Background: an optimization exercise with open tools, aiming at small area. Do not read the settings as production practice.
The RTL was checked by simulation tests, not by an equivalence proof against the original design.
Power and IR drop assume default switching activity.

## flow/design.v (module list and top-level ports; edited modules follow where they fit)
// module goStickMan: 836 lines
module goStickMan(clk, resetn, go, up, down, plot, x, y, colour, HEX2, HEX1, HEX0);
  // ...
==> flow/flow/run.sh <==
#!/bin/bash
# Own layout flow: the standard ORFS flow (standard.sh) with synthesis and buffering choices:
#  - flow/own.mk is added to the ORFS config: it keeps the half/full adder cells out
#    (DONT_USE_CELLS), so Yosys's adder extraction leaves that logic to ABC; it buffers the
#    ports, and the wires Yosys would leave as assignments, with the smallest buffer cell;
#    and it builds the clock tree from clkbuf_8 cells without dummy loads;
#  - ABC maps with flow/abc_area.script from several random seeds, run in parallel, and the
#    smallest result is kept (flow/own_synth.tcl).
# Registers, floorplan, power grid, placement, clock tree and routing come from the standard
# flow's steps.
set -euo pipefail
here=$(pwd)
cat config.mk flow/own.mk > own_config.mk
sed "s#source \$::env(SCRIPTS_DIR)/synth.tcl#source $here/flow/own_synth.tcl#" synth_recipe.tcl > own_synth_top.tcl
sed -e "s#DESIGN_CONFIG=[^ ]*#DESIGN_CONFIG=$here/own_config.mk#" \
    -e "s#SYNTH_SCRIPT=[^ ]*#SYNTH_SCRIPT=$here/own_synth_top.tcl#" standard.sh > own_standard.sh
export OWN_ABC_SCRIPT=$here/flow/abc_area.script
export OWN_ABC_DIR=$here/abc_runs
export OWN_ABC_SEEDS="1 2 3 4 5 6 7 8 9 10 11 12 13 14 15 16 17 18 19 20 21 22 23 24 25 26 27 28 29 30 31 32 33 34 35 36 37 38 39 40 41 42 43 44 45 46 47 48"
bash own_standard.sh > flow_make.log 2>&1
==> flow/flow/abc_area.script <==
strash
&get -n
&fraig -x
&put
scorr
dc2
strash
&get -n
&deepsyn -J 100 -T 1800 -S @SEED@
&put
strash
&get -n
&dch -f
&nf -a -R 1000 -C 32 -F 8 -A 8 -p
&put
strash
&get -n
&dch -f
&nf -a -R 1000 -C 32 -F 8 -A 8 -p
&put
topo
stime -c
==> flow/flow/own.mk <==
export DONT_USE_CELLS += sky130_fd_sc_hd__ha_1 sky130_fd_sc_hd__fa_1
export BUFFER_PORTS_ARGS = -buffer_cell sky130_fd_sc_hd__buf_1
override export MIN_BUF_CELL_AND_PORTS = sky130_fd_sc_hd__buf_1 A X
export CTS_ARGS = -sink_clustering_enable -repair_clock_nets -buf_list sky130_fd_sc_hd__clkbuf_8 -dont_use_dummy_load
==> flow/flow/own_synth.tcl <==
# ORFS's synth.tcl, read and run unchanged except its ABC call: own_abc runs ABC
# on the same input from several random seeds at once (flow/abc_area.script with
# @SEED@ replaced), and keeps the smallest mapped result.
proc own_abc {abc_args} {
  set dir $::env(OWN_ABC_DIR)
  file mkdir $dir
  set rest [lrange $abc_args 2 end]
  # ABC's read_lib / read_constr lines, as Yosys's abc pass writes them
  set readlib "read_lib"
  set lib ""
  set constr ""
  for {set i 0} {$i < [llength $rest]} {incr i} {
    set a [lindex $rest $i]
    if {$a eq "-dont_use"} { incr i; append readlib " -X \"[lindex $rest $i]\"" }
    if {$a eq "-liberty"} { incr i; set lib [lindex $rest $i] }
    if {$a eq "-constr"} { incr i; set constr [lindex $rest $i] }
  }
  append readlib " -w \"$lib\""
  # 1. write ABC's input network
  design -save own_pre
  set f [open $dir/capture.script w]
  puts $f "write_blif $dir/in.blif"
  puts $f "strash"
  puts $f "map"
  close $f
  abc -script $dir/capture.script {*}$rest
  design -load own_pre
  # 2. the seeds, in parallel
  set tf [open $::env(OWN_ABC_SCRIPT)]
  set template [read $tf]
  close $tf
  if {[info exists ::env(YOSYS_EXE)]} {
    set abcbin [file join [file dirname [file normalize $::env(YOSYS_EXE)]] yosys-abc]
  } else {
    set abcbin [auto_execok yosys-abc]
  }
  set sh [open $dir/run_all.sh w]
  foreach s $::env(OWN_ABC_SEEDS) {
    set f [open $dir/seed_$s.script w]
    puts $f [string map [list @SEED@ $s] $template]
    close $f
    set f [open $dir/run_$s.abc w]
    puts $f "read_blif $dir/in.blif"
    puts $f $readlib
    if {$constr ne ""} { puts $f "read_constr -v \"$constr\"" }
    puts $f "source $dir/seed_$s.script"
    puts $f "write_blif $dir/out_$s.blif"
    puts $f "print_stats"
    close $f
    puts $sh "$abcbin -f $dir/run_$s.abc > $dir/log_$s.txt 2>&1"
  }
  close $sh
  set jobs 8
  if {[info exists ::env(NUM_CORES)]} { set jobs $::env(NUM_CORES) }
  set sh [open $dir/run_par.sh w]
  puts $sh "xargs -P $jobs -I CMD bash -c CMD < $dir/run_all.sh"
  close $sh
  exec bash $dir/run_par.sh
  # 3. the smallest
  set best ""
  set best_area 1e30
  foreach s $::env(OWN_ABC_SEEDS) {
    if {![file exists $dir/out_$s.blif]} continue
    set f [open $dir/log_$s.txt]
    set txt [read $f]
    close $f
    if {[regexp {area =\s*([0-9.]+)} [lindex [regexp -all -inline {area =\s*[0-9.]+} $txt] end] -> area]} {
      puts "own_abc: seed $s area $area"
      if {$area < $best_area} { set best_area $area; set best $s }
    }
  }
  if {$best eq ""} { error "own_abc: no ABC run finished" }
  puts "own_abc: keeping seed $best (area $best_area)"
  # 4. take it in through Yosys's abc pass
  set f [open $dir/take.script w]
  puts $f "read_blif $dir/out_$best.blif"
  close $f
  abc -script $dir/take.script {*}$rest
}
set own_f [open $::env(SCRIPTS_DIR)/synth.tcl]
set own_txt [read $own_f]
close $own_f
set own_old {log_cmd abc {*}$abc_args}
if { [string first $own_old $own_txt] < 0 } { error "own_synth.tcl: ABC call not found in synth.tcl" }
set own_txt [string map [list $own_old {own_abc $abc_args}] $own_txt]
eval $own_txt
==> flow/standard.sh <==
#!/bin/bash
# synth_recipe.tcl (not shown) runs the flow's synth.tcl, then flattens the netlist and writes it again
# the make line also repeats each setting of config.mk as NAME=value (left out here)
make -C /OpenROAD-flow-scripts/flow DESIGN_CONFIG=/design/flow/config.mk WORK_HOME=/design/flow/orfs CLKGATE_MAP_FILE= SYNTH_SCRIPT=/design/flow/synth_recipe.tcl "${@:-finish}"
==> flow/config.mk <==
export PLATFORM = sky130hd
export DESIGN_NAME = goStickMan
export DESIGN_NICKNAME = goStickMan
export VERILOG_FILES = /design/flow/design.v
export SDC_FILE = /design/flow/constraint.sdc
export NUM_CORES = 8
export LEC_CHECK = 0
export ABC_AREA = 1
export CAP_MARGIN = 20
export CORE_MARGIN = 2
export CORE_UTILIZATION = 30
export CTS_BUF_LIST = sky130_fd_sc_hd__clkbuf_8
export GPL_TIMING_DRIVEN = 0
export SLEW_MARGIN = 20
==> flow/constraint.sdc <==
create_clock -name core_clock -period 20.0 [get_ports {clk}]
set_input_delay 4.0000 -clock core_clock [delete_from_list [all_inputs] [get_ports {clk}]]
set_output_delay 4.0000 -clock core_clock [all_outputs]
set_load 0.01 [all_outputs]
==> flow_metrics.py, run 1 <==
metrics = {
    "route": {
        "top_layer": "met4",
    },
    "global_routing": {
        "grt_antenna_before_repair": 0,
        "grt_overflow": 0,
        "grtUsageTotal_pct": 23.5,
        "grt_pass1_vias": 6951,
    },
    "placement": {
        "post_dp_cell_area_um2": 6280,
        "gp_congestion": 1.07,
        "place_hpwl_mm": 17.9,
    },
    "power_and_ir_drop": {
        "p_leak_nw": 2.12,
        "clockPowerShare_pct": 5.6,
        "total_power_mw": 1.00,
        "p_comb_share_pct": 71.3,
        "powerClk_uw": 56.0,
        "pwr-share-seq_pct": 23.1,
    },
    "status": {
        "status": "timing/DRC/antenna clean",
    },
    "final_layout": {
        "mostFrequentLayoutCells": "nand2_1, nor2_1, o21ai_0",
        "largest_reg_flops": 12,
        "drive_gt1_share_pct": 1.35,
        "inv_count": 23,
        "largestRegisters": "score: 12 flops, xr: 8 flops, yr: 7 flops",
        "nFlopsAndLatches": 52,
        "layoutNonFillerInstCount": 1222,
    },
    "critical_path": {
        "cp_max_fo": 39,
        "crit_path_end": "xr[7]",
        "path_depth": 29,
        "crit-reg2reg-launch": "xr[0]",
        "end_kind": "flop",
        "path_delay_family": "simple AND/OR/NAND/NOR gates",
        "slowest_stage": "dfxtp_2",
        "cp.arrival_ps": 9690,
        "critPathKind": "flop to flop",
    },
    "timing": {
        "timing.final.ws_setup_ps": 10570,
        "maxSlewViolCount": 0,
    },
    "floorplanning": {
        "start_util_pct": 30.7,
    },
    "worst_hold_path": {
        "hold_class": "flop to flop",
        "whs_path_depth": 1,
        "worstHoldEndpoint": "lfsr[2]",
    },
    "logic_synthesis": {
        "synth.area.mux_share_pct": 0.866,
    },
    "clock_network": {
        "clkLatencyLatePin_ps": 320,
    },
}
==> run 2: changes to the inputs <==
==> flow/design.v (replaced) <==
module goStickMan(clk, resetn, go, up, down, plot, x, y, colour, HEX2, HEX1, HEX0);
  input clk;
  input resetn;
  input go, up, down;
  output reg plot;
  output [7:0] x;
  output [6:0] y;
  output [2:0] colour;
  output [6:0] HEX2, HEX1, HEX0;
  localparam P_W = 3'd0, P_E = 3'd1, P_R1 = 3'd2, P_R2 = 3'd3, P_J = 3'd6, P_S = 3'd7;
  localparam PH_PRE = 2'd0, PH_DRAW = 2'd1, PH_PCLR = 2'd3, PH_CLR = 2'd2;
  localparam S_SC = 4'd0, S_SPR = 4'd4, S_SPRE = 4'd5, S_B3 = 4'd11, S_B0 = 4'd8,
             S_PREF = 4'd7, S_PREW = 4'd6;
  reg [2:0] pose;
  reg [1:0] ph;
  reg [3:0] seg;      
  reg [1:0] pass;     
  reg [11:0] score;
  reg [4:0] b;        
  reg [3:0] fl;       
  reg [3:0] lfsr;
  reg [7:0] xr;
  reg [6:0] yr;       
  assign colour = {3{ph[0]}};
  wire game = pose[1];
  wire isW = (pose[1:0] == 2'b00);
  wire isE = (pose[1:0] == 2'b01);
  wire hold = pose[2] & !pose[1];
  wire low = (seg[3:2] == 2'b00);           
  assign x = hold ? (isW ? 8'd48 : 8'd62) : xr;
  assign y = hold ? (isW ? 7'd56 : 7'd48) : yr - 7'd14 - (low ? 7'd48 : 7'd0) - ((seg == S_SPRE) ? 7'd4 : 7'd0);
  wire pclr = (ph == PH_PCLR);
  wire active = !pclr || game;
  wire blkseg = seg[3];
  wire [1:0] bj = seg[1:0];                 
  function [3:0] nib; input [1:0] s; input [11:0] sc;
    nib = (s == 2'd1) ? sc[3:0] : (s == 2'd2) ? sc[7:4] : sc[11:8];
  endfunction
  function [4:0] dbx5; input [1:0] s;       
    dbx5 = (s == 2'd1) ? 5'd24 : (s == 2'd2) ? 5'd18 : 5'd12;
  endfunction
  function [7:0] dbx; input [1:0] s;        
    dbx = (s == 2'd1) ? 8'd152 : (s == 2'd2) ? 8'd146 : 8'd140;
  endfunction
  wire [3:0] nseg = (seg == S_PREF) ? S_SC : (seg == S_PREW) ? S_SPR :
                    (seg == 4'd3) ? (isE ? S_SPRE : S_SPR) :
                    (seg == S_SPR) ? S_B3 : seg[3] ? seg - 4'd1 : seg + 4'd1;
  wire [3:0] dcur = nib(seg[1:0], score);
  wire [3:0] dnext = nib(nseg[1:0], score);
  wire [1:0] sk = {nseg[2], nseg[0]};
  wire [7:0] dbase = dbx(seg[1:0]);
  wire [2:0] col = xr[2:0] - dbase[2:0];
  wire rh_n0 = ~xr[1];
  wire rh_n1 = ~xr[0] & rh_n0;
  wire rh_n2 = ~xr[2] & rh_n1;
  wire rh_n3 = ~xr[3] & rh_n2;
  wire rh_n4 = ~xr[6] & rh_n3;
  wire rh_n5 = xr[4] & rh_n4;
  wire rh_n6 = ~xr[0];
  wire rh_n7 = ~xr[6] & rh_n6;
  wire rh_n8 = xr[4] & rh_n7;
  wire rh_n9 = pose[0] ? rh_n8 : rh_n5;
  wire rh_n10 = ~xr[2] & rh_n6;
  wire rh_n11 = ~xr[4] & rh_n10;
  wire rh_n12 = ~xr[2];
  wire rh_n13 = ~xr[4] & rh_n12;
  wire rh_n14 = pose[2] ? rh_n13 : rh_n11;
  wire rh_n15 = ~xr[4] & rh_n1;
  wire rh_n16 = pose[2] ? rh_n13 : rh_n15;
  wire rh_n17 = pose[0] ? rh_n16 : rh_n14;
  wire rh_n18 = pose[1] ? rh_n17 : rh_n9;
  wire rh_n19 = xr[5];
  wire rh_n20 = xr[0] & rh_n19;
  wire rh_n21 = ~xr[2] & rh_n20;
  wire rh_n22 = ~xr[2] & rh_n19;
  wire rh_n23 = xr[3] ? rh_n22 : rh_n21;
  wire rh_n24 = ~xr[1] & rh_n19;
  wire rh_n25 = ~xr[0] & rh_n24;
  wire rh_n26 = xr[1];
  wire rh_n27 = ~xr[0] & rh_n26;
  wire rh_n28 = xr[2] ? rh_n27 : rh_n25;
  wire rh_n29 = xr[3] ? rh_n2 : rh_n28;
  wire rh_n30 = xr[6] & rh_n29;
  wire rh_n31 = xr[4] ? rh_n30 : rh_n23;
  wire rh_n32 = ~xr[5];
  wire rh_n33 = ~xr[0] | rh_n32;
  wire rh_n34 = xr[2] | rh_n33;
  wire rh_n35 = xr[3] ? rh_n6 : rh_n34;
  wire rh_n36 = xr[2];
  wire rh_n37 = xr[0];
  wire rh_n38 = ~xr[2] | rh_n37;
  wire rh_n39 = xr[3] ? rh_n38 : rh_n36;
  wire rh_n40 = ~xr[6] | rh_n39;
  wire rh_n41 = xr[4] ? rh_n40 : rh_n35;
  wire rh_n42 = pose[0] ? rh_n41 : rh_n31;
  wire rh_n43 = xr[0] | rh_n0;
  wire rh_n44 = ~pose[2] | rh_n43;
  wire rh_n45 = xr[0] ? rh_n0 : rh_n26;
  wire rh_n46 = xr[4] ? rh_n6 : rh_n45;
  wire rh_n47 = ~pose[2] | rh_n46;
  wire rh_n48 = pose[0] ? rh_n47 : rh_n44;
  wire rh_n49 = pose[1] ? rh_n48 : rh_n42;
  wire rh_n50 = ~xr[1] | rh_n32;
  wire rh_n51 = ~xr[0] | rh_n50;
  wire rh_n52 = ~xr[2] | rh_n51;
  wire rh_n53 = xr[3] ? rh_n52 : rh_n34;
  wire rh_n54 = xr[1] | rh_n32;
  wire rh_n55 = xr[0] | rh_n54;
  wire rh_n56 = ~xr[0] | rh_n0;
  wire rh_n57 = xr[2] ? rh_n56 : rh_n55;
  wire rh_n58 = xr[0] | rh_n26;
  wire rh_n59 = xr[2] | rh_n58;
  wire rh_n60 = xr[3] ? rh_n59 : rh_n57;
  wire rh_n61 = ~xr[6] | rh_n60;
  wire rh_n62 = xr[4] ? rh_n61 : rh_n53;
  wire rh_n63 = xr[0] ? rh_n54 : rh_n50;
  wire rh_n64 = xr[2] | rh_n63;
  wire rh_n65 = xr[0] ? rh_n26 : rh_n0;
  wire rh_n66 = xr[2] ? rh_n43 : rh_n65;
  wire rh_n67 = xr[3] ? rh_n66 : rh_n64;
  wire rh_n68 = xr[4] ? rh_n40 : rh_n67;
  wire rh_n69 = pose[0] ? rh_n68 : rh_n62;
  wire rh_n70 = xr[2] & rh_n6;
  wire rh_n71 = xr[4] ? rh_n65 : rh_n70;
  wire rh_n72 = xr[0] & rh_n26;
  wire rh_n73 = xr[4] ? rh_n72 : rh_n0;
  wire rh_n74 = pose[2] ? rh_n73 : rh_n71;
  wire rh_n75 = xr[4] & rh_n6;
  wire rh_n76 = xr[4] ? rh_n45 : rh_n6;
  wire rh_n77 = pose[2] ? rh_n76 : rh_n75;
  wire rh_n78 = pose[0] ? rh_n77 : rh_n74;
  wire rh_n79 = pose[1] ? rh_n78 : rh_n69;
  wire rh_n80 = xr[2] | rh_n32;
  wire rh_n81 = ~xr[3] | rh_n80;
  wire rh_n82 = ~xr[2] | rh_n43;
  wire rh_n83 = xr[2] ? rh_n37 : rh_n0;
  wire rh_n84 = xr[3] ? rh_n83 : rh_n82;
  wire rh_n85 = ~xr[6] | rh_n84;
  wire rh_n86 = xr[4] ? rh_n85 : rh_n81;
  wire rh_n87 = ~xr[2] & rh_n25;
  wire rh_n88 = ~xr[3] & rh_n87;
  wire rh_n89 = ~xr[2] & rh_n37;
  wire rh_n90 = xr[3] ? rh_n70 : rh_n89;
  wire rh_n91 = xr[6] & rh_n90;
  wire rh_n92 = xr[4] ? rh_n91 : rh_n88;
  wire rh_n93 = pose[0] ? rh_n92 : rh_n86;
  wire rh_n94 = ~xr[2] | rh_n26;
  wire rh_n95 = xr[4] ? rh_n45 : rh_n94;
  wire rh_n96 = ~xr[0] | rh_n26;
  wire rh_n97 = xr[4] ? rh_n45 : rh_n96;
  wire rh_n98 = pose[2] ? rh_n97 : rh_n95;
  wire rh_n99 = xr[4] ? rh_n37 : rh_n56;
  wire rh_n100 = xr[4] ? rh_n65 : rh_n72;
  wire rh_n101 = pose[2] ? rh_n100 : rh_n99;
  wire rh_n102 = pose[0] ? rh_n101 : rh_n98;
  wire rh_n103 = pose[1] ? rh_n102 : rh_n93;
  wire rh_n104 = xr[0] ? rh_n19 : rh_n54;
  wire rh_n105 = xr[2] ? rh_n104 : rh_n55;
  wire rh_n106 = xr[0] | rh_n19;
  wire rh_n107 = xr[1] ? rh_n32 : rh_n19;
  wire rh_n108 = xr[0] | rh_n107;
  wire rh_n109 = xr[2] ? rh_n108 : rh_n106;
  wire rh_n110 = xr[3] ? rh_n109 : rh_n105;
  wire rh_n111 = xr[4] | rh_n110;
  wire rh_n112 = xr[2] | rh_n55;
  wire rh_n113 = xr[3] | rh_n112;
  wire rh_n114 = xr[4] | rh_n113;
  wire rh_n115 = pose[0] ? rh_n114 : rh_n111;
  wire rh_n116 = ~xr[2] | rh_n0;
  wire rh_n117 = xr[4] ? rh_n26 : rh_n116;
  wire rh_n118 = xr[4] | rh_n58;
  wire rh_n119 = pose[2] ? rh_n118 : rh_n117;
  wire rh_n120 = xr[4] ? rh_n58 : rh_n96;
  wire rh_n121 = pose[2] | rh_n120;
  wire rh_n122 = pose[0] ? rh_n121 : rh_n119;
  wire rh_n123 = pose[1] ? rh_n122 : rh_n115;
  wire rh_n124 = xr[2] | rh_n6;
  wire rh_n125 = xr[3] ? rh_n38 : rh_n124;
  wire rh_n126 = ~xr[6] | rh_n125;
  wire rh_n127 = ~xr[4] | rh_n126;
  wire rh_n128 = pose[0] & rh_n127;
  wire rh_n129 = ~pose[2];
  wire rh_n130 = xr[4] | rh_n96;
  wire rh_n131 = pose[2] | rh_n130;
  wire rh_n132 = pose[0] ? rh_n131 : rh_n129;
  wire rh_n133 = pose[1] ? rh_n132 : rh_n128;
  wire rh_n134 = xr[1] & rh_n19;
  wire rh_n135 = xr[0] | rh_n134;
  wire rh_n136 = ~xr[2] | rh_n135;
  wire rh_n137 = xr[3] ? rh_n136 : rh_n82;
  wire rh_n138 = xr[3] | rh_n82;
  wire rh_n139 = ~xr[2] | rh_n58;
  wire rh_n140 = xr[3] | rh_n139;
  wire rh_n141 = xr[6] ? rh_n140 : rh_n138;
  wire rh_n142 = xr[4] ? rh_n141 : rh_n137;
  wire rh_n143 = ~xr[3] | rh_n59;
  wire rh_n144 = xr[2] | rh_n37;
  wire rh_n145 = xr[3] ? rh_n38 : rh_n144;
  wire rh_n146 = ~xr[6] | rh_n145;
  wire rh_n147 = xr[4] ? rh_n146 : rh_n143;
  wire rh_n148 = pose[0] ? rh_n147 : rh_n142;
  wire rh_n149 = pose[1] | rh_n148;
  wire rh_n150 = ~xr[1] & rh_n32;
  wire rh_n151 = ~xr[0] & rh_n150;
  wire rh_n152 = xr[2] ? rh_n27 : rh_n151;
  wire rh_n153 = ~xr[0] & rh_n50;
  wire rh_n154 = xr[2] & rh_n153;
  wire rh_n155 = xr[3] ? rh_n154 : rh_n152;
  wire rh_n156 = xr[2] & rh_n27;
  wire rh_n157 = xr[3] ? rh_n36 : rh_n156;
  wire rh_n158 = xr[2] & rh_n1;
  wire rh_n159 = xr[3] ? rh_n70 : rh_n158;
  wire rh_n160 = xr[6] ? rh_n159 : rh_n157;
  wire rh_n161 = xr[4] ? rh_n160 : rh_n155;
  wire rh_n162 = ~pose[0] & rh_n161;
  wire rh_n163 = ~pose[1] & rh_n162;
  wire rh_n164 = xr[3] & rh_n2;
  wire rh_n165 = xr[3] ? rh_n70 : rh_n10;
  wire rh_n166 = xr[6] & rh_n165;
  wire rh_n167 = xr[4] ? rh_n166 : rh_n164;
  wire rh_n168 = pose[0] & rh_n167;
  wire rh_n169 = ~pose[1] & rh_n168;
  wire rh_n170 = xr[2] & rh_n58;
  wire rh_n171 = xr[4] ? rh_n0 : rh_n170;
  wire rh_n172 = xr[4] ? rh_n43 : rh_n58;
  wire rh_n173 = ~pose[2] & rh_n172;
  wire rh_n174 = pose[0] ? rh_n173 : rh_n171;
  wire rh_n175 = pose[1] & rh_n174;
  wire rh_n176 = ~xr[2] & rh_n72;
  wire rh_n177 = xr[3] & rh_n176;
  wire rh_n178 = ~xr[4] & rh_n177;
  wire rh_n179 = pose[0] & rh_n178;
  wire rh_n180 = xr[4] ? rh_n27 : rh_n158;
  wire rh_n181 = xr[4] ? rh_n27 : rh_n1;
  wire rh_n182 = ~pose[2] & rh_n181;
  wire rh_n183 = pose[0] ? rh_n182 : rh_n180;
  wire rh_n184 = pose[1] ? rh_n183 : rh_n179;
  wire rh_n185 = xr[2] ? rh_n1 : rh_n27;
  wire rh_n186 = ~xr[3] | rh_n185;
  wire rh_n187 = xr[2] ? rh_n1 : rh_n37;
  wire rh_n188 = xr[2] | rh_n43;
  wire rh_n189 = xr[3] ? rh_n188 : rh_n187;
  wire rh_n190 = ~xr[6] | rh_n189;
  wire rh_n191 = xr[4] ? rh_n190 : rh_n186;
  wire rh_n192 = pose[0] & rh_n191;
  wire rh_n193 = pose[1] ? rh_n183 : rh_n192;
  wire rh_n194 = xr[0] & rh_n0;
  wire rh_n195 = xr[2] ? rh_n37 : rh_n194;
  wire rh_n196 = xr[3] & rh_n195;
  wire rh_n197 = xr[2] ? rh_n37 : rh_n6;
  wire rh_n198 = xr[2] ? rh_n6 : rh_n27;
  wire rh_n199 = xr[3] ? rh_n198 : rh_n197;
  wire rh_n200 = xr[6] ? rh_n199 : rh_n6;
  wire rh_n201 = xr[4] ? rh_n200 : rh_n196;
  wire rh_n202 = pose[0] & rh_n201;
  wire rh_n203 = pose[1] ? rh_n183 : rh_n202;
  wire rh_n204 = xr[2] ? rh_n27 : rh_n1;
  wire rh_n205 = xr[3] & rh_n204;
  wire rh_n206 = xr[4] ? rh_n200 : rh_n205;
  wire rh_n207 = pose[0] & rh_n206;
  wire rh_n208 = pose[1] ? rh_n183 : rh_n207;
  wire rh_n209 = pose[2] ? rh_n171 : rh_n180;
  wire rh_n210 = xr[4] & rh_n27;
  wire rh_n211 = ~pose[2] & rh_n210;
  wire rh_n212 = pose[0] ? rh_n211 : rh_n209;
  wire rh_n213 = pose[1] ? rh_n212 : rh_n207;
  wire rh_n214 = xr[0] ? rh_n54 : rh_n32;
  wire rh_n215 = xr[2] ? rh_n151 : rh_n214;
  wire rh_n216 = xr[0] ? rh_n32 : rh_n50;
  wire rh_n217 = xr[2] ? rh_n216 : rh_n1;
  wire rh_n218 = xr[3] ? rh_n217 : rh_n215;
  wire rh_n219 = ~xr[2] | rh_n1;
  wire rh_n220 = xr[3] ? rh_n2 : rh_n219;
  wire rh_n221 = ~xr[6] | rh_n220;
  wire rh_n222 = xr[4] ? rh_n221 : rh_n218;
  wire rh_n223 = pose[0] ? rh_n206 : rh_n222;
  wire rh_n224 = xr[2] & rh_n72;
  wire rh_n225 = ~xr[4] & rh_n224;
  wire rh_n226 = pose[2] ? rh_n225 : rh_n171;
  wire rh_n227 = ~xr[4] | rh_n43;
  wire rh_n228 = ~pose[2] & rh_n227;
  wire rh_n229 = pose[0] ? rh_n228 : rh_n226;
  wire rh_n230 = pose[1] ? rh_n229 : rh_n223;
  wire rh_n231 = ~xr[1] | rh_n19;
  wire rh_n232 = ~xr[0] & rh_n231;
  wire rh_n233 = xr[0] | rh_n24;
  wire rh_n234 = xr[2] ? rh_n233 : rh_n232;
  wire rh_n235 = xr[0] | rh_n150;
  wire rh_n236 = xr[2] ? rh_n6 : rh_n235;
  wire rh_n237 = xr[3] ? rh_n236 : rh_n234;
  wire rh_n238 = xr[2] | rh_n27;
  wire rh_n239 = xr[3] ? rh_n238 : rh_n204;
  wire rh_n240 = xr[2] ? rh_n65 : rh_n25;
  wire rh_n241 = xr[3] ? rh_n36 : rh_n240;
  wire rh_n242 = xr[6] ? rh_n241 : rh_n239;
  wire rh_n243 = xr[4] ? rh_n242 : rh_n237;
  wire rh_n244 = xr[1] | rh_n19;
  wire rh_n245 = xr[0] | rh_n244;
  wire rh_n246 = xr[2] | rh_n245;
  wire rh_n247 = xr[3] | rh_n246;
  wire rh_n248 = xr[3] ? rh_n238 : rh_n197;
  wire rh_n249 = xr[6] ? rh_n248 : rh_n6;
  wire rh_n250 = xr[4] ? rh_n249 : rh_n247;
  wire rh_n251 = pose[0] ? rh_n250 : rh_n243;
  wire rh_n252 = ~xr[4] & rh_n72;
  wire rh_n253 = pose[2] ? rh_n252 : rh_n225;
  wire rh_n254 = ~pose[2] & rh_n252;
  wire rh_n255 = pose[0] ? rh_n254 : rh_n253;
  wire rh_n256 = pose[1] ? rh_n255 : rh_n251;
  wire rh_n257 = ~xr[0] & rh_n244;
  wire rh_n258 = xr[2] ? rh_n257 : rh_n232;
  wire rh_n259 = ~xr[0] & rh_n54;
  wire rh_n260 = xr[2] ? rh_n6 : rh_n259;
  wire rh_n261 = xr[3] ? rh_n260 : rh_n258;
  wire rh_n262 = xr[2] ? rh_n6 : rh_n25;
  wire rh_n263 = xr[3] ? rh_n36 : rh_n262;
  wire rh_n264 = xr[6] ? rh_n263 : rh_n239;
  wire rh_n265 = xr[4] ? rh_n264 : rh_n261;
  wire rh_n266 = xr[2] & rh_n32;
  wire rh_n267 = xr[3] ? rh_n204 : rh_n266;
  wire rh_n268 = xr[4] ? rh_n200 : rh_n267;
  wire rh_n269 = pose[0] ? rh_n268 : rh_n265;
  wire rh_n270 = pose[2] | rh_n225;
  wire rh_n271 = pose[0] ? rh_n254 : rh_n270;
  wire rh_n272 = pose[1] ? rh_n271 : rh_n269;
  wire rh_n273 = xr[2] ? rh_n0 : rh_n25;
  wire rh_n274 = xr[3] ? rh_n36 : rh_n273;
  wire rh_n275 = xr[6] ? rh_n274 : rh_n239;
  wire rh_n276 = xr[4] ? rh_n275 : rh_n261;
  wire rh_n277 = pose[0] ? rh_n268 : rh_n276;
  wire rh_n278 = ~pose[2] & rh_n225;
  wire rh_n279 = pose[0] ? rh_n254 : rh_n278;
  wire rh_n280 = pose[1] ? rh_n279 : rh_n277;
  wire rh_n281 = ~xr[0] | rh_n54;
  wire rh_n282 = xr[2] ? rh_n6 : rh_n281;
  wire rh_n283 = xr[3] ? rh_n260 : rh_n282;
  wire rh_n284 = xr[2] ? rh_n6 : rh_n96;
  wire rh_n285 = xr[3] ? rh_n238 : rh_n284;
  wire rh_n286 = xr[2] ? rh_n1 : rh_n25;
  wire rh_n287 = xr[3] ? rh_n36 : rh_n286;
  wire rh_n288 = xr[6] ? rh_n287 : rh_n285;
  wire rh_n289 = xr[4] ? rh_n288 : rh_n283;
  wire rh_n290 = pose[0] ? rh_n268 : rh_n289;
  wire rh_n291 = xr[2] & rh_n26;
  wire rh_n292 = xr[4] ? rh_n0 : rh_n291;
  wire rh_n293 = pose[2] ? rh_n172 : rh_n292;
  wire rh_n294 = xr[4] ? rh_n1 : rh_n96;
  wire rh_n295 = ~pose[2] & rh_n294;
  wire rh_n296 = pose[0] ? rh_n295 : rh_n293;
  wire rh_n297 = pose[1] ? rh_n296 : rh_n290;
  wire rh_n298 = ~xr[0] & rh_n19;
  wire rh_n299 = xr[2] | rh_n298;
  wire rh_n300 = ~xr[2] | rh_n6;
  wire rh_n301 = xr[3] ? rh_n300 : rh_n299;
  wire rh_n302 = xr[2] ? rh_n6 : rh_n1;
  wire rh_n303 = xr[3] ? rh_n238 : rh_n302;
  wire rh_n304 = xr[6] ? rh_n287 : rh_n303;
  wire rh_n305 = xr[4] ? rh_n304 : rh_n301;
  wire rh_n306 = pose[0] ? rh_n268 : rh_n305;
  wire rh_n307 = xr[2] & rh_n37;
  wire rh_n308 = xr[4] ? rh_n194 : rh_n307;
  wire rh_n309 = ~pose[2] & rh_n308;
  wire rh_n310 = ~pose[2] & rh_n37;
  wire rh_n311 = pose[0] ? rh_n310 : rh_n309;
  wire rh_n312 = pose[1] ? rh_n311 : rh_n306;
  wire rh_n313 = ~xr[2] & rh_n27;
  wire rh_n314 = xr[3] ? rh_n313 : rh_n302;
  wire rh_n315 = xr[6] ? rh_n263 : rh_n314;
  wire rh_n316 = xr[4] ? rh_n315 : rh_n301;
  wire rh_n317 = ~xr[3] | rh_n204;
  wire rh_n318 = ~xr[6] | rh_n157;
  wire rh_n319 = xr[4] ? rh_n318 : rh_n317;
  wire rh_n320 = pose[0] ? rh_n319 : rh_n316;
  wire rh_n321 = xr[2] & rh_n65;
  wire rh_n322 = xr[4] ? rh_n27 : rh_n321;
  wire rh_n323 = ~pose[2] & rh_n322;
  wire rh_n324 = pose[0] ? rh_n310 : rh_n323;
  wire rh_n325 = pose[1] ? rh_n324 : rh_n320;
  wire rh_n326 = xr[3] ? rh_n300 : rh_n36;
  wire rh_n327 = xr[2] | rh_n25;
  wire rh_n328 = xr[3] ? rh_n36 : rh_n327;
  wire rh_n329 = xr[6] ? rh_n328 : rh_n303;
  wire rh_n330 = xr[4] ? rh_n329 : rh_n326;
  wire rh_n331 = ~pose[0] & rh_n330;
  wire rh_n332 = xr[2] ? rh_n72 : rh_n37;
  wire rh_n333 = xr[4] ? rh_n72 : rh_n332;
  wire rh_n334 = pose[0] ? rh_n310 : rh_n333;
  wire rh_n335 = pose[1] ? rh_n334 : rh_n331;
  wire rh_n336 = ~xr[4] & rh_n332;
  wire rh_n337 = pose[0] ? rh_n310 : rh_n336;
  wire rh_n338 = pose[1] & rh_n337;
  wire rh_n339 = xr[2] & rh_n43;
  wire rh_n340 = ~xr[4] & rh_n339;
  wire rh_n341 = pose[0] ? rh_n310 : rh_n340;
  wire rh_n342 = pose[1] & rh_n341;
  wire rh_n343 = ~xr[4] & rh_n291;
  wire rh_n344 = ~xr[4] & rh_n96;
  wire rh_n345 = pose[2] ? rh_n171 : rh_n344;
  wire rh_n346 = pose[0] ? rh_n345 : rh_n343;
  wire rh_n347 = pose[1] & rh_n346;
  wire rh_n348 = xr[2] ? rh_n32 : rh_n51;
  wire rh_n349 = xr[3] ? rh_n204 : rh_n348;
  wire rh_n350 = xr[4] | rh_n349;
  wire rh_n351 = xr[4] ? rh_n1 : rh_n224;
  wire rh_n352 = pose[2] ? rh_n180 : rh_n252;
  wire rh_n353 = pose[0] ? rh_n352 : rh_n351;
  wire rh_n354 = pose[1] ? rh_n353 : rh_n350;
  wire rh_n355 = xr[0] & rh_n134;
  wire rh_n356 = xr[2] ? rh_n32 : rh_n355;
  wire rh_n357 = xr[3] ? rh_n204 : rh_n356;
  wire rh_n358 = xr[3] ? rh_n70 : rh_n12;
  wire rh_n359 = xr[6] ? rh_n358 : rh_n6;
  wire rh_n360 = xr[4] ? rh_n359 : rh_n357;
  wire rh_n361 = pose[0] ? rh_n352 : rh_n225;
  wire rh_n362 = pose[1] ? rh_n361 : rh_n360;
  wire rh_n363 = xr[3] ? rh_n204 : rh_n36;
  wire rh_n364 = xr[4] ? rh_n359 : rh_n363;
  wire rh_n365 = pose[2] & rh_n180;
  wire rh_n366 = pose[0] & rh_n365;
  wire rh_n367 = pose[1] ? rh_n366 : rh_n364;
  wire rh_n368 = xr[4] ? rh_n1 : rh_n156;
  wire rh_n369 = pose[2] ? rh_n180 : rh_n6;
  wire rh_n370 = pose[0] ? rh_n369 : rh_n368;
  wire rh_n371 = pose[1] ? rh_n370 : rh_n364;
  wire rh_n372 = pose[2] ? rh_n171 : rh_n6;
  wire rh_n373 = pose[0] & rh_n372;
  wire rh_n374 = pose[1] ? rh_n373 : rh_n360;
  wire rh_n375 = xr[0] ? rh_n24 : rh_n19;
  wire rh_n376 = xr[2] ? rh_n32 : rh_n375;
  wire rh_n377 = xr[3] ? rh_n204 : rh_n376;
  wire rh_n378 = xr[6] | rh_n6;
  wire rh_n379 = xr[4] ? rh_n378 : rh_n377;
  wire rh_n380 = xr[4] ? rh_n37 : rh_n6;
  wire rh_n381 = pose[2] ? rh_n225 : rh_n380;
  wire rh_n382 = pose[0] ? rh_n381 : rh_n308;
  wire rh_n383 = pose[1] ? rh_n382 : rh_n379;
  wire rh_n384 = xr[3] ? rh_n36 : rh_n12;
  wire rh_n385 = xr[6] ? rh_n384 : rh_n6;
  wire rh_n386 = xr[4] ? rh_n385 : rh_n267;
  wire rh_n387 = xr[4] | rh_n291;
  wire rh_n388 = pose[2] ? rh_n387 : rh_n380;
  wire rh_n389 = pose[0] ? rh_n388 : rh_n75;
  wire rh_n390 = pose[1] ? rh_n389 : rh_n386;
  wire rh_n391 = ~xr[3] & rh_n266;
  wire rh_n392 = xr[4] ? rh_n385 : rh_n391;
  wire rh_n393 = xr[4] ? rh_n72 : rh_n36;
  wire rh_n394 = ~xr[4] & rh_n307;
  wire rh_n395 = pose[2] ? rh_n394 : rh_n380;
  wire rh_n396 = pose[0] ? rh_n395 : rh_n393;
  wire rh_n397 = pose[1] ? rh_n396 : rh_n392;
  wire rh_n398 = xr[4] & rh_n37;
  wire rh_n399 = pose[2] ? rh_n225 : rh_n398;
  wire rh_n400 = pose[0] & rh_n399;
  wire rh_n401 = pose[1] ? rh_n400 : rh_n392;
  wire rh_n402 = xr[4] ? rh_n6 : rh_n37;
  wire rh_n403 = ~xr[4] | rh_n37;
  wire rh_n404 = ~xr[4] & rh_n6;
  wire rh_n405 = pose[2] ? rh_n404 : rh_n403;
  wire rh_n406 = pose[0] ? rh_n405 : rh_n402;
  wire rh_n407 = pose[1] ? rh_n406 : rh_n392;
  wire rh_n408 = ~xr[4];
  wire rh_n409 = ~pose[2] & rh_n408;
  wire rh_n410 = pose[0] & rh_n409;
  wire rh_n411 = ~pose[0] | rh_n129;
  wire [38:0] rh = {1'b0, rh_n411, rh_n410, rh_n407, rh_n401, rh_n397, rh_n390, rh_n383, rh_n374, rh_n371, rh_n367, rh_n362, rh_n354, rh_n347, rh_n342, rh_n338, rh_n335, rh_n325, rh_n312, rh_n297, rh_n280, rh_n272, rh_n256, rh_n230, rh_n213, rh_n208, rh_n203, rh_n193, rh_n184, rh_n175, rh_n169, rh_n163, rh_n149, rh_n133, rh_n123, rh_n103, rh_n79, rh_n49, rh_n18};
  wire rs_n0 = ~xr[2];
  wire rs_n1 = xr[1] & rs_n0;
  wire rs_n2 = ~xr[4] & rs_n1;
  wire rs_n3 = xr[2];
  wire rs_n4 = ~xr[0] | rs_n3;
  wire rs_n5 = xr[1] | rs_n4;
  wire rs_n6 = ~xr[3] | rs_n5;
  wire rs_n7 = ~xr[4] | rs_n6;
  wire rs_n8 = ~xr[1];
  wire rs_n9 = xr[1];
  wire rs_n10 = xr[0] & rs_n3;
  wire rs_n11 = xr[1] | rs_n10;
  wire rs_n12 = xr[0] & rs_n0;
  wire rs_n13 = xr[1] | rs_n12;
  wire rs_n14 = xr[3] ? rs_n13 : rs_n11;
  wire rs_n15 = xr[4] ? rs_n14 : rs_n9;
  wire rs_n16 = xr[3] | rs_n11;
  wire rs_n17 = ~xr[4] | rs_n16;
  wire rs_n18 = xr[0];
  wire rs_n19 = xr[1] ? rs_n3 : rs_n18;
  wire rs_n20 = xr[3] ? rs_n9 : rs_n11;
  wire rs_n21 = xr[4] ? rs_n20 : rs_n19;
  wire [31:0] rs = {1'b0, 1'b0, 1'b0, 1'b0, 1'b0, 1'b0, 1'b0, 1'b0, 1'b0, 1'b0, 1'b0, 1'b0, 1'b0, 1'b0, rs_n21, rs_n17, rs_n15, 1'b1, 1'b0, 1'b0, 1'b0, 1'b0, 1'b0, 1'b0, rs_n9, rs_n8, 1'b0, 1'b1, 1'b0, 1'b0, rs_n7, rs_n2};
  wire rd_n0 = ~col[2];
  wire rd_n1 = pass[0];
  wire rd_n2 = dcur[0] & rd_n1;
  wire rd_n3 = ~dcur[3] & rd_n2;
  wire rd_n4 = ~dcur[1] & rd_n3;
  wire rd_n5 = ~dcur[2] & rd_n4;
  wire rd_n6 = col[1] ? rd_n5 : rd_n0;
  wire rd_n7 = dcur[0];
  wire rd_n8 = ~dcur[3] & rd_n7;
  wire rd_n9 = ~pass[1];
  wire rd_n10 = ~pass[0] & rd_n9;
  wire rd_n11 = dcur[0] & rd_n10;
  wire rd_n12 = dcur[1] ? rd_n11 : rd_n8;
  wire rd_n13 = ~dcur[2] & rd_n12;
  wire rd_n14 = ~col[1] & rd_n13;
  wire rd_n15 = col[0] ? rd_n14 : rd_n6;
  wire rd_n16 = dcur[1] & rd_n7;
  wire rd_n17 = dcur[2] & rd_n16;
  wire rd_n18 = dcur[1] & rd_n11;
  wire rd_n19 = dcur[2] ? rd_n16 : rd_n18;
  wire rd_n20 = col[1] ? rd_n19 : rd_n17;
  wire rd_n21 = ~dcur[1] | rd_n7;
  wire rd_n22 = ~dcur[0];
  wire rd_n23 = dcur[1] & rd_n22;
  wire rd_n24 = dcur[2] ? rd_n23 : rd_n21;
  wire rd_n25 = ~col[1] & rd_n24;
  wire rd_n26 = col[0] ? rd_n25 : rd_n20;
  wire rd_n27 = ~dcur[1] | rd_n22;
  wire rd_n28 = ~dcur[2] | rd_n27;
  wire rd_n29 = pass[1];
  wire rd_n30 = pass[0] | rd_n29;
  wire rd_n31 = ~dcur[0] | rd_n30;
  wire rd_n32 = ~dcur[1] | rd_n31;
  wire rd_n33 = dcur[2] ? rd_n27 : rd_n32;
  wire rd_n34 = col[1] ? rd_n33 : rd_n28;
  wire rd_n35 = dcur[2] ? rd_n21 : rd_n23;
  wire rd_n36 = col[1] | rd_n35;
  wire rd_n37 = col[0] ? rd_n36 : rd_n34;
  wire rd_n38 = dcur[1] | rd_n7;
  wire rd_n39 = ~dcur[2] | rd_n38;
  wire rd_n40 = col[1] ? rd_n39 : rd_n28;
  wire rd_n41 = col[0] ? rd_n39 : rd_n40;
  wire rd_n42 = col[1] & rd_n19;
  wire rd_n43 = ~col[1] & rd_n17;
  wire rd_n44 = col[0] ? rd_n43 : rd_n42;
  wire rd_n45 = ~col[1] | rd_n33;
  wire rd_n46 = col[1] | rd_n28;
  wire rd_n47 = col[0] ? rd_n46 : rd_n45;
  wire rd_n48 = ~col[2] | rd_n7;
  wire rd_n49 = dcur[1] ? rd_n7 : rd_n48;
  wire rd_n50 = dcur[2] & rd_n49;
  wire rd_n51 = dcur[2] ? rd_n38 : rd_n32;
  wire rd_n52 = col[1] ? rd_n51 : rd_n50;
  wire rd_n53 = dcur[3] | rd_n22;
  wire rd_n54 = dcur[1] | rd_n53;
  wire rd_n55 = dcur[2] ? rd_n38 : rd_n54;
  wire rd_n56 = dcur[2] | rd_n54;
  wire rd_n57 = col[1] ? rd_n56 : rd_n55;
  wire rd_n58 = col[0] ? rd_n57 : rd_n52;
  wire rd_n59 = dcur[1] | rd_n0;
  wire rd_n60 = ~dcur[2] | rd_n59;
  wire rd_n61 = ~dcur[1] & rd_n8;
  wire rd_n62 = ~dcur[2] & rd_n61;
  wire rd_n63 = col[1] ? rd_n62 : rd_n60;
  wire rd_n64 = ~dcur[1] & rd_n22;
  wire rd_n65 = dcur[2] & rd_n64;
  wire rd_n66 = col[1] ? rd_n65 : rd_n62;
  wire rd_n67 = col[0] ? rd_n66 : rd_n63;
  wire rd_n68 = col[2];
  wire rd_n69 = ~dcur[1] | rd_n68;
  wire rd_n70 = dcur[1] ? rd_n48 : rd_n0;
  wire rd_n71 = dcur[2] ? rd_n70 : rd_n69;
  wire rd_n72 = col[1] ? rd_n62 : rd_n71;
  wire rd_n73 = col[1] & rd_n65;
  wire rd_n74 = col[0] ? rd_n73 : rd_n72;
  wire rd_n75 = dcur[2] ? rd_n0 : rd_n69;
  wire rd_n76 = col[1] ? rd_n62 : rd_n75;
  wire rd_n77 = col[0] ? rd_n73 : rd_n76;
  wire rd_n78 = ~dcur[3] | rd_n7;
  wire rd_n79 = col[2] & rd_n22;
  wire rd_n80 = dcur[1] ? rd_n79 : rd_n78;
  wire rd_n81 = dcur[2] ? rd_n0 : rd_n80;
  wire rd_n82 = dcur[3] ? rd_n22 : rd_n7;
  wire rd_n83 = dcur[1] ? rd_n7 : rd_n82;
  wire rd_n84 = dcur[1] ? rd_n22 : rd_n7;
  wire rd_n85 = dcur[2] ? rd_n84 : rd_n83;
  wire rd_n86 = col[1] ? rd_n85 : rd_n81;
  wire rd_n87 = dcur[3] & rd_n22;
  wire rd_n88 = ~dcur[1] & rd_n87;
  wire rd_n89 = dcur[2] ? rd_n38 : rd_n88;
  wire rd_n90 = dcur[1] ? rd_n7 : rd_n87;
  wire rd_n91 = dcur[2] | rd_n90;
  wire rd_n92 = col[1] ? rd_n91 : rd_n89;
  wire rd_n93 = col[0] ? rd_n92 : rd_n86;
  wire rd_n94 = ~dcur[3] | rd_n22;
  wire rd_n95 = col[2] | rd_n94;
  wire rd_n96 = col[2] & rd_n7;
  wire rd_n97 = dcur[1] ? rd_n96 : rd_n95;
  wire rd_n98 = dcur[1] | rd_n68;
  wire rd_n99 = dcur[2] ? rd_n98 : rd_n97;
  wire rd_n100 = ~dcur[1] & rd_n7;
  wire rd_n101 = dcur[2] ? rd_n16 : rd_n100;
  wire rd_n102 = col[1] ? rd_n101 : rd_n99;
  wire rd_n103 = dcur[3] & rd_n7;
  wire rd_n104 = ~dcur[1] & rd_n103;
  wire rd_n105 = ~dcur[2] & rd_n104;
  wire rd_n106 = dcur[1] ? rd_n22 : rd_n103;
  wire rd_n107 = dcur[2] ? rd_n64 : rd_n106;
  wire rd_n108 = col[1] ? rd_n107 : rd_n105;
  wire rd_n109 = col[0] ? rd_n108 : rd_n102;
  wire rd_n110 = dcur[1] ? rd_n22 : rd_n8;
  wire rd_n111 = dcur[2] ? rd_n16 : rd_n110;
  wire rd_n112 = col[1] ? rd_n111 : rd_n99;
  wire rd_n113 = col[0] ? rd_n73 : rd_n112;
  wire rd_n114 = dcur[2] ? rd_n16 : rd_n61;
  wire rd_n115 = col[1] ? rd_n114 : rd_n99;
  wire rd_n116 = ~dcur[2] & rd_n23;
  wire rd_n117 = col[1] ? rd_n65 : rd_n116;
  wire rd_n118 = col[0] ? rd_n117 : rd_n115;
  wire rd_n119 = ~dcur[2];
  wire rd_n120 = col[1] ? rd_n114 : rd_n119;
  wire rd_n121 = col[0] ? rd_n73 : rd_n120;
  wire [31:0] rd = {1'b0, rd_n121, rd_n118, rd_n113, rd_n109, rd_n93, rd_n77, rd_n74, rd_n67, rd_n58, 1'b0, 1'b0, 1'b0, 1'b0, 1'b0, 1'b0, 1'b0, 1'b0, 1'b0, 1'b0, 1'b0, 1'b0, 1'b0, 1'b0, 1'b0, 1'b1, rd_n47, rd_n44, rd_n41, rd_n37, rd_n26, rd_n15};
  wire st_n0 = ~sk[1];
  wire st_n1 = pose[1] | st_n0;
  wire st_n2 = ~pose[1] | st_n0;
  wire st_n3 = pose[2] | st_n2;
  wire st_n4 = pose[0] ? st_n3 : st_n1;
  wire st_n5 = sk[1];
  wire st_n6 = ~pose[1] & st_n5;
  wire st_n7 = pose[2] ? st_n5 : st_n6;
  wire st_n8 = pose[0] ? st_n6 : st_n7;
  wire st_n9 = pose[1] & st_n5;
  wire st_n10 = pose[2] & st_n9;
  wire st_n11 = pose[0] ? st_n10 : st_n7;
  wire st_n12 = ~pose[2] | st_n2;
  wire st_n13 = pose[0] ? st_n3 : st_n12;
  wire st_n14 = ~pose[2] & st_n9;
  wire st_n15 = pose[0] ? st_n5 : st_n14;
  wire st_n16 = pose[2] ? st_n1 : st_n0;
  wire st_n17 = pose[0] ? st_n16 : st_n1;
  wire st_n18 = pose[0] ? st_n2 : st_n0;
  wire st_n19 = ~pose[0] | st_n1;
  wire [14:0] st = {st_n0, st_n6, st_n6, st_n19, st_n0, st_n18, st_n9, st_n17, 1'b1, 1'b0, st_n15, st_n13, st_n11, st_n8, st_n4};
  wire ds_n0 = ~dnext[0];
  wire ds_n1 = ~dnext[1] | ds_n0;
  wire ds_n2 = dnext[2] | ds_n1;
  wire ds_n3 = dnext[0];
  wire ds_n4 = dnext[3] ? ds_n3 : ds_n2;
  wire ds_n5 = dnext[3] & ds_n0;
  wire ds_n6 = dnext[1] & ds_n3;
  wire ds_n7 = dnext[2] ? ds_n3 : ds_n6;
  wire ds_n8 = dnext[3] ? ds_n0 : ds_n7;
  wire ds_n9 = ~dnext[1];
  wire ds_n10 = dnext[1] ? ds_n0 : ds_n3;
  wire ds_n11 = dnext[2] ? ds_n10 : ds_n9;
  wire ds_n12 = dnext[3] ? ds_n3 : ds_n11;
  wire ds_n13 = dnext[1] | ds_n3;
  wire ds_n14 = dnext[2] ? ds_n13 : ds_n1;
  wire ds_n15 = dnext[3] | ds_n14;
  wire ds_n16 = ~dnext[1] & ds_n0;
  wire ds_n17 = dnext[2] ? ds_n10 : ds_n16;
  wire ds_n18 = dnext[3] ? ds_n3 : ds_n17;
  wire ds_n19 = dnext[1] ? ds_n3 : ds_n0;
  wire ds_n20 = dnext[2] ? ds_n19 : ds_n13;
  wire ds_n21 = dnext[3] ? ds_n0 : ds_n20;
  wire ds_n22 = dnext[1] & ds_n0;
  wire ds_n23 = ~dnext[2] & ds_n22;
  wire ds_n24 = ~dnext[3] & ds_n23;
  wire ds_n25 = dnext[2] ? ds_n6 : ds_n3;
  wire ds_n26 = ~dnext[3] & ds_n25;
  wire [11:0] ds = {ds_n5, ds_n26, ds_n24, 1'b1, 1'b0, ds_n21, ds_n18, ds_n15, ds_n12, ds_n8, ds_n5, ds_n4};
  wire df_n0 = ~dcur[0];
  wire df_n1 = dcur[3] | df_n0;
  wire df_n2 = dcur[0];
  wire df_n3 = dcur[1] ? df_n2 : df_n1;
  wire df_n4 = dcur[1] ? df_n0 : df_n2;
  wire df_n5 = dcur[2] ? df_n4 : df_n3;
  wire df_n6 = ~dcur[3] & df_n2;
  wire df_n7 = dcur[1] ? df_n0 : df_n6;
  wire df_n8 = ~dcur[1] & df_n0;
  wire df_n9 = dcur[2] ? df_n8 : df_n7;
  wire df_n10 = ~dcur[2] | df_n4;
  wire df_n11 = ~dcur[1] & df_n6;
  wire df_n12 = ~dcur[2] & df_n11;
  wire df_n13 = dcur[1] | df_n1;
  wire df_n14 = dcur[2] | df_n13;
  wire [9:0] df = {df_n14, df_n12, df_n12, 1'b1, 1'b0, 1'b1, 1'b0, df_n10, df_n9, df_n5};
  function [6:0] seg7;
    input [3:0] i;
    reg seg7_t_n0, seg7_t_n1, seg7_t_n2, seg7_t_n3, seg7_t_n4, seg7_t_n5, seg7_t_n6, seg7_t_n7, seg7_t_n8, seg7_t_n9, seg7_t_n10, seg7_t_n11, seg7_t_n12, seg7_t_n13, seg7_t_n14, seg7_t_n15, seg7_t_n16, seg7_t_n17;
    begin
      seg7_t_n0 = i[2];
      seg7_t_n1 = ~i[1] & seg7_t_n0;
      seg7_t_n2 = ~i[3];
      seg7_t_n3 = ~i[2] & seg7_t_n2;
      seg7_t_n4 = ~i[1] & seg7_t_n3;
      seg7_t_n5 = i[0] ? seg7_t_n4 : seg7_t_n1;
      seg7_t_n6 = i[1] & seg7_t_n0;
      seg7_t_n7 = i[0] ? seg7_t_n1 : seg7_t_n6;
      seg7_t_n8 = ~i[2];
      seg7_t_n9 = i[1] & seg7_t_n8;
      seg7_t_n10 = ~i[0] & seg7_t_n9;
      seg7_t_n11 = i[1] ? seg7_t_n0 : seg7_t_n8;
      seg7_t_n12 = i[0] ? seg7_t_n11 : seg7_t_n1;
      seg7_t_n13 = i[0] | seg7_t_n1;
      seg7_t_n14 = i[1] | seg7_t_n3;
      seg7_t_n15 = i[0] ? seg7_t_n14 : seg7_t_n9;
      seg7_t_n16 = i[1] ? seg7_t_n0 : seg7_t_n3;
      seg7_t_n17 = i[0] ? seg7_t_n16 : seg7_t_n4;
      seg7 = {seg7_t_n17, seg7_t_n15, seg7_t_n13, seg7_t_n12, seg7_t_n10, seg7_t_n7, seg7_t_n5};
    end
  endfunction
  wire fe_w = !xr[0] & !xr[1] & !xr[6] & yr[0] & !yr[3];
  wire fe_e = xr[5] & yr[0] & !yr[2] & !yr[3] & !yr[4];
  reg [38:0] t;
  always @(*) begin
    if (!low) t = rh;
    else if (seg[1:0] == 2'd0) t = {rh[38:32], rs};
    else t = {rh[38:32], rd};
  end
  wire [29:0] m = t[38:9];
  wire [2:0] dxn = t[8:6];
  wire [4:0] ytn = t[5:1];
  wire last = t[0];
  wire [29:0] thermo = ~(30'h3fffffff << yr[4:0]);
  wire [29:0] below = m & thermo;
  reg [29:0] above;
  reg [4:0] rn;
  integer k;
  always @(*) begin
    above[29] = 1'b0;
    for (k = 28; k >= 0; k = k - 1) above[k] = above[k+1] | below[k+1];
    rn = 5'd0;
    for (k = 0; k < 30; k = k + 1) if (below[k] & !above[k]) rn = rn | k;
  end
  wire any = above[0] | below[0];
  wire end_scan = !any & last;
  wire col_end = (xr[2:0] == {b[1:0], 1'b0});
  wire row_end = (yr[3:0] == (fl[bj] ? 4'd6 : 4'd15));
  wire wrap = low && (seg[1:0] != 2'd0) && (pass != 2'd2);
  wire seg_end = (seg == S_PREF) || (seg == S_PREW) || (blkseg ? (col_end & row_end) : (end_scan & !wrap));
  wire frame_end = (seg == S_SPR && isW && fe_w) ||
                   (seg == S_SPRE && fe_e) ||
                   (seg == S_B0 && row_end && xr[2:0] == {b[1:0], 1'b1});
  wire [2:0] dcol = seg_end ? ds[11:9] : (pass == 2'd0) ? 3'd1 : df[9:7];
  wire [4:0] dxs = dbx5(seg_end ? nseg[1:0] : seg[1:0]) + {2'b00, dcol};
  wire bstep = pclr || (blkseg && !seg_end);
  wire b3 = seg_end && (nseg == S_B3);
  reg [7:0] kx;
  always @(*) begin
    if (bstep) kx = col_end ? 8'd4 : -8'd1;
    else if (b3) kx = 8'd124;
    else if (seg_end) kx = -8'd36;
    else if (any) kx = 8'd0;
    else kx = -{5'd0, dxn};
  end
  wire [7:0] xs = (b3 ? {2'b00, b, 1'b0} : xr) + kx;
  reg [7:0] nx; reg [6:0] ny; reg [1:0] npass;
  always @(*) begin
    npass = pass; nx = xs;
    if (pclr && !game) begin  
      nx = 8'd48; ny = 7'd70;
    end else if (bstep) ny = col_end ? yr - 7'd1 : yr;    
    else if (seg_end) begin
      if (!nseg[3] && !nseg[2] && nseg[1:0] != 2'd0) begin  
        nx = {3'b100, dxs}; ny = ds[8:2]; npass = ds[1:0];
      end else if (!nseg[3]) begin nx = st[14:7]; ny = st[6:0]; end
      else ny = fl[nseg[1:0]] ? 7'd68 : 7'd93;
    end else if (end_scan) begin  
      npass = pass + 2'd1;
      nx = {3'b100, dxs}; ny = (pass == 2'd0) ? 7'd86 : df[6:0];
    end else ny = {2'b10, any ? rn : ytn};
  end
  wire collide = game & (ph == PH_CLR) & (b >= 5'd4) & (b <= 5'd9) & (fl[0] ? (pose != P_S) : (pose != P_J));
  reg [2:0] npose; reg [1:0] nph; reg [3:0] nsg;
  always @(*) begin
    npose = pose; nph = ph;
    nsg = (active && seg_end) ? nseg : seg;
    case (ph)
      PH_PRE: begin nph = PH_DRAW; nsg = isW ? S_PREW : S_PREF; end
      PH_DRAW: begin
        if (frame_end) begin
          if (!isW || go) begin nph = PH_PCLR; if (isW) npose = P_W; end
          else begin npose = P_W | 3'd4; nsg = S_PREW; end
        end
      end
      PH_PCLR: begin
        nsg = isW ? S_PREW : S_PREF;
        if (isW) begin if (!go) nph = PH_CLR; end
        else if (isE) begin if (go) nph = PH_CLR; end
        else if (col_end && yr == (fl[0] ? 7'd62 : 7'd87)) nph = PH_CLR;
      end
      default: begin  
        if (isE) begin
          if (frame_end) begin
            if (!go) begin npose = P_W; nph = PH_PRE; end
            else begin npose = P_E | 3'd4; nsg = S_PREF; end
          end
        end else if (frame_end) begin
          nph = PH_PRE;
          if (isW) npose = P_R1;
          else if (collide) npose = P_E;
          else if (up) npose = P_J;
          else if (down) npose = P_S;
          else if (pose == P_R1) npose = P_R2;
          else npose = P_R1;
        end
      end
    endcase
  end
  always @(posedge clk) begin
    if (!resetn) begin
      pose <= P_W; ph <= PH_PRE;
    end else begin
      pose <= npose; ph <= nph;
    end
    seg <= nsg;
    xr <= nx; yr <= ny; pass <= npass;
  end
  always @(posedge clk) begin
    if (!resetn) plot <= 1'b0;
    else plot <= (ph == PH_DRAW) | (ph == PH_CLR) | (ph == PH_PCLR && isW);
  end
  wire score_inc = game & (ph == PH_CLR) & frame_end & !collide & (b < 5'd3);
  always @(posedge clk) begin
    if (!resetn || (isW && ph == PH_DRAW)) score <= 12'd0;
    else if (score_inc) begin
      score[3:0] <= score[3:0] + 4'd1;
      if (score[3:0] == 4'd9) begin score[7:4] <= score[7:4] + 4'd1; score[3:0] <= 4'd0; end
      if (score[7:4] == 4'd9) begin score[7:4] <= 4'd0; score[11:8] <= score[11:8] + 4'd1; end
      if (score[11:8] == 4'd9) score[11:8] <= 4'd0;
    end
  end
  wire brst = !resetn || (isW && (ph == PH_PRE || ph == PH_DRAW));
  always @(posedge clk) begin
    if (brst) begin
      b <= 5'd25; fl <= 4'b1010; lfsr <= 4'd0;
    end else begin
      lfsr <= {lfsr[2:0], ~(lfsr[3] ^ lfsr[2])};
      if (game && ph == PH_PRE) begin
        if (b < 5'd3) begin b <= b + 5'd17; fl <= {lfsr[0], fl[3:1]}; end
        else b <= b - 5'd3;
      end
    end
  end
  assign HEX0 = seg7(score[3:0]);
  assign HEX1 = seg7(score[7:4]);
  assign HEX2 = seg7(score[11:8]);
endmodule
==> run 2 against run 1 <==
  * Still clean on timing, DRC and antenna
  * Critical path depth up 8
  * Wire length is 0.27% higher
  * Synthesized cell count down 0.77%
  * Register-to-register slack lost 1100 ps
  * Final cell count fell by 2.6%
  * Clock skew down 15 ps
  * Non-clock buffer count grew 1
  * Critical endpoint unchanged
  * Largest power group unchanged
==> flow_metrics.py, run 2 <==
metrics = {
    "status": {
        "status": "timing/DRC/antenna clean",
    },
    "logic_synthesis": {
        "yosys.cell_types.count": 56,
        "synth_edf_count": 2,
        "synth_most_common_cell": "nor2_1",
        "synthTopCellsByArea": "dfxtp_1, o21ai_0, nor2_1, a21oi_1, nand2_1",
        "synth_nets": 910,
        "syn-cell-area_um2": 5690,
        "synth_cells": 905,
        "yosys-top-cells-count": "nor2_1, nand2_1, o21ai_0",
        "yosysWarnings": 1,
        "async_flop_share_pct": 0,
        "syn_avg_cell_area_um2": 6.29,
        "yosys_register_bits": 52,
        "synth_top_area_share_pct": 17.6,
        "yosysSeqAreaShare_pct": 18.6,
        "yosys.area.top_type": "dfxtp_1",
        "dominantRegCellSynth": "dfxtp_1",
    },
    "final_layout": {
        "layoutNonFillerInstCount": 1190,
        "fin_util_pct": 33.6,
        "largest_reg_flops": 12,
        "mostFrequentLayoutCells": "nor2_1, nand2_1, o21ai_0",
        "largestRegisters": "score: 12 flops, xr: 8 flops, yr: 7 flops",
        "final_common_cell": "nor2_1",
        "n_fill_cell": 2105,
        "largest-register": "score",
        "num_antenna_cells": 0,
        "finalNetCount": 963,
        "drive_gt1_share_pct": 1.26,
        "area_growth_pct": 9.98,
    },
    "floorplanning": {
        "dieArea_um2": 20100,
        "die_y_um": 142,
        "die_w_um": 142,
        "core-area_um2": 18600,
        "ioPinCount": 45,
        "start_util_pct": 30.5,
        "row_count": 50,
    },
    "timing": {
        "relSlewSlack_pct": 22.2,
        "fmax_mhz": 95.3,
        "maxSlewViolCount": 0,
        "setup-violations-final": 0,
        "finalSetupTns_ps": 0,
        "period_share_pct": 52.5,
        "hold_ws_ps": 435,
        "finalCriticalPeriod_ps": 10490,
        "finalHoldViolCount": 0,
        "clock_skew_ps": 15.9,
        "tightest_slew_ps": 1170,
        "rsz0062_at_grt": "no",
    },
    "critical_path": {
        "cp_max_fo": 19,
        "critPathKind": "flop to flop",
        "end_kind": "flop",
        "cp_common_cell": "nor2_1",
        "critical-path-max-stage-delay_ps": 790,
        "critical_path_required_ps": 20240,
        "start_kind": "flop",
        "slowest_stage": "a222oi_1",
        "cp.arrival_ps": 10730,
    },
    "placement": {
        "port-buffer-count": 44,
        "gp_congestion": 1.01,
        "place_hpwl_mm": 18.3,
        "dp_cells": 1184,
    },
    "route": {
        "drt_iter0_markers": 1242,
        "antenna_left": 0,
        "wl_per_cell_um": 20.7,
        "drc": 0,
        "viasPerCell": 6.45,
        "via_count": 7677,
        "drt-total-wl_mm": 24.6,
        "drt_first_pass_iters": 6,
    },
    "worst_hold_path": {
        "hold_class": "flop to flop",
    },
    "global_routing": {
        "grt_overflow": 0,
        "grt_antenna_before_repair": 0,
        "grt_max_degree": 38,
        "grtUsageTotal_pct": 23.5,
        "grt_pass1_vias": 6791,
        "grt_pass1_wl_mm": 37.6,
    },
    "power_and_ir_drop": {
        "clockPowerShare_pct": 4.7,
        "ir_drop_uv": 66.6,
        "p_comb_share_pct": 76.6,
        "p_leak_nw": 2.15,
        "switching_share_pct": 61.1,
        "pwr-share-seq_pct": 18.8,
        "p_per_area_nw_per_um2": 193,
        "p_sw_uw": 737,
        "internal-power_uw": 468,
    },
    "clock_network": {
        "htreeDepth": 2,
        "numCtsBuffers": 5,
        "cts_root_buf": "clkbuf_8",
        "cts_setup_buffers": 0,
        "cts_sinks": 52,
        "clkLatencyLatePin_ps": 320,
        "cts_resized": 0,
        "path_clk_slew_ps": 100,
        "clk_path_buf_depth": 2,
        "cts_hold_buf": 0,
        "tritoncts": "built",
    },
    "job": {
        "maxCapViolations": 0,
    },
}
## run 2: cell types whose count changed in the layout (fill, tap and decap cells not counted), sizes merged, moves of 5 or more
cell | before | now
a41oi | 6 | 1
nand3b | 1 | 7
o21ai | 100 | 108
nor3b | 6 | 1
a22o | 1 | 6
xnor2 | 22 | 15
nand2b | 21 | 14
nor2 | 119 | 137
a211oi | 5 | 10
a31oi | 14 | 24
o22ai | 15 | 21
nor3 | 39 | 31
nand2 | 132 | 114
## run 2: cells by family after synthesis
group                     share of synthesized area, %
and+or+nand+nor                                   36.7
AOI/OAI and AO/OA                                 38.1
DFF                                               18.6
xor gates and xnor gates                          4.00
buffers and inverters                             1.65
muxes                                            0.879
## run 2: path summary, 6_finish.rpt
path                start  endpoint  slack (ps)  depth (start not counted)
hold reg to reg   lfsr[1]   lfsr[2]         440                          1
hold / removal    lfsr[1]   lfsr[2]         440                          1
setup / recovery   seg[0]     xr[7]        9510                         37
setup reg to reg   seg[0]     xr[7]        9510                         37
## run 2: worst max-delay path: cells and delay by family (launching register included)
family	cells	cell delay [ps]
flip-flops	1	760
XOR/XNOR	1	170
multiplexers	1	300
AND/OR/NAND/NOR	18	4760
AO/OA/AOI/OAI	17	4390
## run 2: power groups by stage
stage | Combinational (mW) | Clock [mW] | Sequential, mW
finish | 0.923 | 0.0562 | 0.226
global placement | 0.883 | 0 | 0.227
global route | 0.995 | 0.0604 | 0.229
floorplan | 0.636 | 0 | 0.187
detailed placement | 0.883 | 0 | 0.223
CTS | 0.889 | 0.0576 | 0.220
## run 2: cell type report
class,instances,area (um^2),area share (%)
timing repair buffer,46,198,3.16
clock buffer,5,68.8,1.10
multi-input combinational,828,4540,72.6
buffer,3,11.3,0.180
tap,234,293,4.68
sequential,52,1060,17.0
inverter,22,82.6,1.32
## run 2: per-layer routing
layer  GRT usage, %  vias up  part of all wire (%)
met4           10.5        0                   4.8
li1               -     3527                     -
met5              0        -                     0
met1           32.1     3531                    42
met3           3.78       96                    10
met2           36.5      523                    43
## run 2: metrics by stage
step	cell area (um^2)	worst slack (ps)	power, mW
2_1_floorplan	5690	12050	0.823
3_3_place_gp	6150	9070	1.11
3_5_place_dp	6180	9580	1.11
4_1_cts	6250	9540	1.17
5_1_grt	6260	8480	1.28
6_report	6260	9510	1.21

## re-timing with driven ports
Ports are ideal in the flow. The routed layouts listed here were re-timed in OpenROAD. Step 1 assumes that a clkbuf_16 drives the clock port and a buf_2 every other input. Step 2 also shifts input and output timing later by t, the mid clock arrival at the registers, as if the neighbouring blocks saw the same clock. Slacks: no drivers / after step 1 / after step 2; pairs: no drivers / after step 1.
run | t, ns | slack for setup (ns) | worst hold slack (ns)
run 1 | 0.338 | 10.565 / 10.565 / 10.565 | 0.459 / 0.459 / 0.459
run 2 | 0.339 | 9.509 / 9.509 / 9.509 | 0.435 / 0.435 / 0.435
After both steps setup and hold are still met in every run listed.
